Source: an optimization exercise on an open RTL-to-GDS flow (aim: small area). Production flows keep margins and buffers that such runs may drop. Function was checked by simulation only, so behaviour that the tests miss may differ from the original. No driver is modelled on the clock port, so clock power and skew are understated where the tree is cut down; a real chip needs a root buffer or a tree. No activity file was given, so power comes from the tool's default toggle rates.

// LCDDisplay
module LCDDisplay(Clk, Rst, Cheat, Slow, Wait, ReactionTime, LCDUpdate, LCDAck, LCD_Data, LCD_E, LCD_RS, LCD_RW);
   input Clk, Rst;
   input Cheat, Slow, Wait;
   input [9:0] ReactionTime;
   input LCDUpdate;
   output LCDAck;
   output [11:8] LCD_Data;
   output LCD_E, LCD_RS, LCD_RW;
   localparam M_Init = 2'd0, M_Cheat = 2'd1, M_Slow = 2'd2, M_Wait = 2'd3;
   localparam S_Wait = 3'd0,
              S_WaitAck = 3'd1,
              S_LCDAck = 3'd2,
              S_LCDAckAck = 3'd3,
              S_Reaction = {1'b1, M_Init},
              S_Cheat = {1'b1, M_Cheat},
              S_Slow = {1'b1, M_Slow},
              S_WaitString = {1'b1, M_Wait};
   reg [2:0] State;
   reg DispReact;
   reg [9:0] DispTime;
   assign LCDAck = ~State[2] & State[0];
   wire GO = ~State[2] & (State[1] | State[0]);
   wire First;
   LcdInterface LcdInterface_0 (Rst, Clk, GO, DispReact, DispTime, First, LCD_Data, LCD_E, LCD_RS, LCD_RW);
   always @(posedge Clk) begin
      if (Rst)
         State <= S_Wait;
      else if (State[2])    
         State <= S_LCDAck;
      else if (State[1])    
         State <= LCDUpdate ? S_LCDAckAck : S_WaitAck;
      else if (LCDUpdate && !First) begin    
         if (Cheat) State <= S_Cheat;
         else if (Slow) State <= S_Slow;
         else if (Wait) State <= S_WaitString;
         else State <= S_Reaction;
      end
      else
         State <= S_Wait;
   end
   always @(posedge Clk) begin
      if (Rst) begin
         DispReact <= 0;
         DispTime[1:0] <= M_Init;
      end
      else if (State[2]) begin
         DispReact <= (State == S_Reaction);
         DispTime[1:0] <= (State == S_Reaction) ? ReactionTime[1:0] : State[1:0];
      end
   end
   always @(posedge Clk)
      if (State[2]) DispTime[9:2] <= ReactionTime[9:2];
endmodule
==> flow/config.mk <==
export PLATFORM = sky130hd
export DESIGN_NAME = LCDDisplay
export DESIGN_NICKNAME = LCDDisplay
export VERILOG_FILES = /design/flow/design.v
export SDC_FILE = /design/flow/constraint.sdc
export NUM_CORES = 4
export LEC_CHECK = 0
export CAP_MARGIN = 20
export CORE_MARGIN = 2
export CORE_UTILIZATION = 40
export SLEW_MARGIN = 20
==> flow/constraint.sdc <==
create_clock -name core_clock -period 10.0 [get_ports {Clk}]
set_input_delay 2.0000 -clock core_clock [delete_from_list [all_inputs] [get_ports {Clk}]]
set_output_delay 2.0000 -clock core_clock [all_outputs]
set_load 0.01 [all_outputs]
standard.sh (not shown) runs the stock make flow with config.mk's settings and CLKGATE_MAP_FILE= SYNTH_SCRIPT=/design/flow/synth_recipe.tcl, a recipe that flattens the netlist after the stock synthesis.
==> flow/flow/run.sh <==
#!/bin/bash
# Layout flow: the standard ORFS flow (standard.sh), with these changes,
# which only affect which cells make up the layout:
#  - synthesis maps the logic with an area-oriented ABC script (abc_area.script
#    here: deep AIG optimisation, then area mapping) instead of ORFS's
#    delay-oriented one with up-sizing. The synthesis is run three times, with
#    three random seeds for the AIG optimisation, each in its own ORFS work
#    folder (orfs_<seed>); the run with the smallest cell area is kept and the
#    layout continues from it in orfs/;
#  - Yosys's full/half-adder extraction is skipped (ADDER_MAP_FILE empty), so
#    ABC sees the counters as plain logic;
#  - the port buffers are the smallest buffer, sky130_fd_sc_hd__buf_1;
#  - clock tree synthesis uses sky130_fd_sc_hd__clkbuf_8 and adds no dummy
#    loads.
# Everything else (synthesis script, floorplan, power grid, tap cells,
# placement, routing) is ORFS's, run through standard.sh.
set -euo pipefail
W=$PWD
SEEDS="1"
for s in $SEEDS; do
  rm -rf "$W/scripts_$s" "$W/orfs_$s"
  cp -r "$FLOW_HOME/scripts" "$W/scripts_$s"
  sed "s/@SEED@/$s/" "$W/flow/abc_area.script" > "$W/scripts_$s/abc_area.script"
  sed -i "s|^log_cmd clock_tree_synthesis {\*}\$cts_args\$|source $W/flow/clock_buffer.tcl|" "$W/scripts_$s/cts.tcl"
done
pids=""
for s in $SEEDS; do
  bash standard.sh WORK_HOME="$W/orfs_$s" SCRIPTS_DIR="$W/scripts_$s" ABC_AREA=1 \
    ADDER_MAP_FILE= synth > "$W/synth_$s.log" 2>&1 &
  pids="$pids $!"
done
for p in $pids; do wait "$p"; done
best=""
best_area=""
for s in $SEEDS; do
  a=$(grep "Chip area for module" "$W/orfs_$s/reports/sky130hd/LCDDisplay/base/synth_stat.txt" | awk '{print $NF}')
  echo "seed $s: synthesis cell area $a" | tee -a "$W/seeds.log"
  if [[ -z "$best" ]] || awk -v a="$a" -v b="$best_area" 'BEGIN { exit !(a < b) }'; then
    best=$s
    best_area=$a
  fi
done
echo "kept seed $best" | tee -a "$W/seeds.log"
rm -rf "$W/orfs"
cp -a "$W/orfs_$best" "$W/orfs"
bash standard.sh SCRIPTS_DIR="$W/scripts_$best" ABC_AREA=1 ADDER_MAP_FILE= \
  "BUFFER_PORTS_ARGS=-buffer_cell sky130_fd_sc_hd__buf_1" \
  "CTS_ARGS=-sink_clustering_enable -repair_clock_nets -dont_use_dummy_load -buf_list sky130_fd_sc_hd__clkbuf_8 -sink_clustering_size 50 -sink_clustering_max_diameter 500" \
  finish > "$W/flow.log" 2>&1
==> flow/flow/abc_area.script <==
strash
dc2
dch -f
map -a
topo
==> flow/flow/clock_buffer.tcl <==
# Clock distribution for this small design: one sky130_fd_sc_hd__clkbuf_16,
# driven by the clock port, drives every register's clock pin. It is placed
# at the centre of the registers; detailed placement then legalises it.
set block [ord::get_db_block]
set clk_net [[$block findBTerm Clk] getNet]
set master [[ord::get_db] findMaster sky130_fd_sc_hd__clkbuf_16]
set buf [odb::dbInst_create $block $master clkbuf_root]
set net [odb::dbNet_create $block clknet_root]
$net setSigType CLOCK
set sx 0
set sy 0
set n 0
foreach it [$clk_net getITerms] {
  lassign [[$it getInst] getLocation] x y
  set sx [expr {$sx + $x}]
  set sy [expr {$sy + $y}]
  incr n
  $it disconnect
  $it connect $net
}
[$buf findITerm A] connect $clk_net
[$buf findITerm X] connect $net
$buf setLocation [expr {$sx / $n}] [expr {$sy / $n}]
$buf setPlacementStatus PLACED
puts "clock_buffer: clkbuf_root drives $n clock pins"
set_propagated_clock [all_clocks]
The baseline produced a clean layout.
Rerun with:
==> flow/flow/clock_buffer.tcl (replaced) <==
# Clock distribution for this small design, in place of a clock tree: the
# registers are split by position into three groups of about the same size,
# and one sky130_fd_sc_hd__clkbuf_8, driven by the clock port, drives the
# clock pins of each group. Each buffer is placed at the centre of its group;
# detailed placement then legalises it.
set groups 3
set block [ord::get_db_block]
set clk_net [[$block findBTerm Clk] getNet]
set master [[ord::get_db] findMaster sky130_fd_sc_hd__clkbuf_8]
set sinks {}
foreach it [$clk_net getITerms] {
  lassign [[$it getInst] getLocation] x y
  lappend sinks [list $x $y $it]
}
set sinks [lsort -integer -index 0 $sinks]
set n [llength $sinks]
for {set g 0} {$g < $groups} {incr g} {
  set buf [odb::dbInst_create $block $master clkbuf_$g]
  set net [odb::dbNet_create $block clknet_$g]
  $net setSigType CLOCK
  set from [expr {$g * $n / $groups}]
  set to [expr {($g + 1) * $n / $groups - 1}]
  set sx 0
  set sy 0
  foreach s [lrange $sinks $from $to] {
    lassign $s x y it
    set sx [expr {$sx + $x}]
    set sy [expr {$sy + $y}]
    $it disconnect
    $it connect $net
  }
  set k [expr {$to - $from + 1}]
  [$buf findITerm A] connect $clk_net
  [$buf findITerm X] connect $net
  $buf setLocation [expr {$sx / $k}] [expr {$sy / $k}]
  $buf setPlacementStatus PLACED
  puts "clock_buffer: clkbuf_$g drives $k clock pins"
}
set_propagated_clock [all_clocks]
Clock skew came out higher by 0.012 ns.
Die area stays the same.
Fmax goes up by 1.8%.
Total power climbs by 4.0%.
Design area grows by 0.66%.
Worst setup slack gains 0.092 ns.
Routed wire length hardly moves.
Sequential power barely changes.
Via count goes down by 0.76%.
Global-route usage rises by 0.24 points.
Rerun with:
--- a/flow/flow/run.sh
+++ b/flow/flow/run.sh
@@ -19 +19 @@
-SEEDS="1"
+SEEDS="1 2 3"
@@ -24 +23,0 @@
-  sed -i "s|^log_cmd clock_tree_synthesis {\*}\$cts_args\$|source $W/flow/clock_buffer.tcl|" "$W/scripts_$s/cts.tcl"
==> flow/flow/abc_area.script (replaced) <==
strash
&get -n
&deepsyn -T 240 -S @SEED@
&put
dch -f
map -a
topo
removed: flow/flow/clock_buffer.tcl
=> Global-route usage climbs by 1.3 points. Die area drops by 5.9%. Setup slack degrades by 0.19 ns. Fmax drops by 3.6%. Total power climbs by 37%. Utilization climbs by 0.95 points. First-iteration DRC count drops by 39%. Clock skew drops by 0.0040 ns.
Rerun with:
--- a/flow/flow/run.sh
+++ b/flow/flow/run.sh
@@ -13,2 +13,4 @@
-#  - clock tree synthesis uses sky130_fd_sc_hd__clkbuf_8 and adds no dummy
-#    loads.
+#  - the clock step builds the clock network with clock_buffer.tcl here (three
+#    clock buffers driven by the clock port, each driving a third of the
+#    registers) in place of ORFS's clock tree synthesis; the rest of that step
+#    (legalisation, timing repair) is ORFS's.
@@ -16 +18,3 @@
-# placement, routing) is ORFS's, run through standard.sh.
+# placement, routing) is ORFS's, run through standard.sh. Each tool's output
+# is in the ORFS logs of orfs/ (and orfs_<seed>/ for the synthesis runs);
+# synth_<seed>.log and flow.log hold what the make runs print.
@@ -23,0 +28,3 @@
+  sed -i "s|^log_cmd clock_tree_synthesis {\*}\$cts_args\$|source $W/flow/clock_buffer.tcl|" \
+    "$W/scripts_$s/cts.tcl"
+  grep -q "clock_buffer.tcl" "$W/scripts_$s/cts.tcl"
@@ -47 +53,0 @@
-  "CTS_ARGS=-sink_clustering_enable -repair_clock_nets -dont_use_dummy_load -buf_list sky130_fd_sc_hd__clkbuf_8 -sink_clustering_size 50 -sink_clustering_max_diameter 500" \
==> flow/flow/clock_buffer.tcl (new file) <==
# Clock distribution for this small design, in place of a clock tree: the
# registers are split by position into three groups of about the same size,
# and one sky130_fd_sc_hd__clkbuf_8, driven by the clock port, drives the
# clock pins of each group. Each buffer is placed at the centre of its group;
# detailed placement then legalises it.
set groups 3
set block [ord::get_db_block]
set clk_net [[$block findBTerm Clk] getNet]
set master [[ord::get_db] findMaster sky130_fd_sc_hd__clkbuf_8]
set sinks {}
foreach it [$clk_net getITerms] {
  lassign [[$it getInst] getLocation] x y
  lappend sinks [list $x $y $it]
}
set sinks [lsort -integer -index 0 $sinks]
set n [llength $sinks]
for {set g 0} {$g < $groups} {incr g} {
  set buf [odb::dbInst_create $block $master clkbuf_$g]
  set net [odb::dbNet_create $block clknet_$g]
  $net setSigType CLOCK
  set from [expr {$g * $n / $groups}]
  set to [expr {($g + 1) * $n / $groups - 1}]
  set sx 0
  set sy 0
  foreach s [lrange $sinks $from $to] {
    lassign $s x y it
    set sx [expr {$sx + $x}]
    set sy [expr {$sy + $y}]
    $it disconnect
    $it connect $net
  }
  set k [expr {$to - $from + 1}]
  [$buf findITerm A] connect $clk_net
  [$buf findITerm X] connect $net
  $buf setLocation [expr {$sx / $k}] [expr {$sy / $k}]
  $buf setPlacementStatus PLACED
  puts "clock_buffer: clkbuf_$g drives $k clock pins"
}
set_propagated_clock [all_clocks]
Outcome: Worst hold slack hardly moves. Sequential share of layout area climbs by 0.41 points. Global-route usage falls by 1.0 points.
In the first, second and fourth runs of this note the design's own scripts or RTL, not TritonCTS, make the clock network.

port drivers added, routing unchanged:
In the flow no input, the clock included, has a driving cell. The finished layouts below were timed again as built, in two steps.
Step 1 assumes that a clkbuf_16 drives the clock port and a buf_2 every other input.
Step 2 also shifts input and output timing later by t, the mid clock arrival at the registers, as if the neighbouring blocks saw the same clock.
Three values: no drivers, after step 1, after step 2; two values: the first two.
run | t, ns | setup WS [ns] | slew at the worst register clock pin (ns) | worst data-port slew with drivers (ns)
the first run | 0.209 | 4.824 / 4.794 / 5.003 | 0.12 / 0.12 | 0.03
the second run | 0.181 | 4.916 / 4.876 / 5.057 | 0.09 / 0.09 | 0.03
the third run | 0.299 | 4.726 / 4.699 / 4.998 | 0.07 / 0.07 | 0.03
the fourth run | 0.180 | 4.823 / 4.783 / 4.963 | 0.09 / 0.09 | 0.03
After both steps every run listed still meets setup and hold.
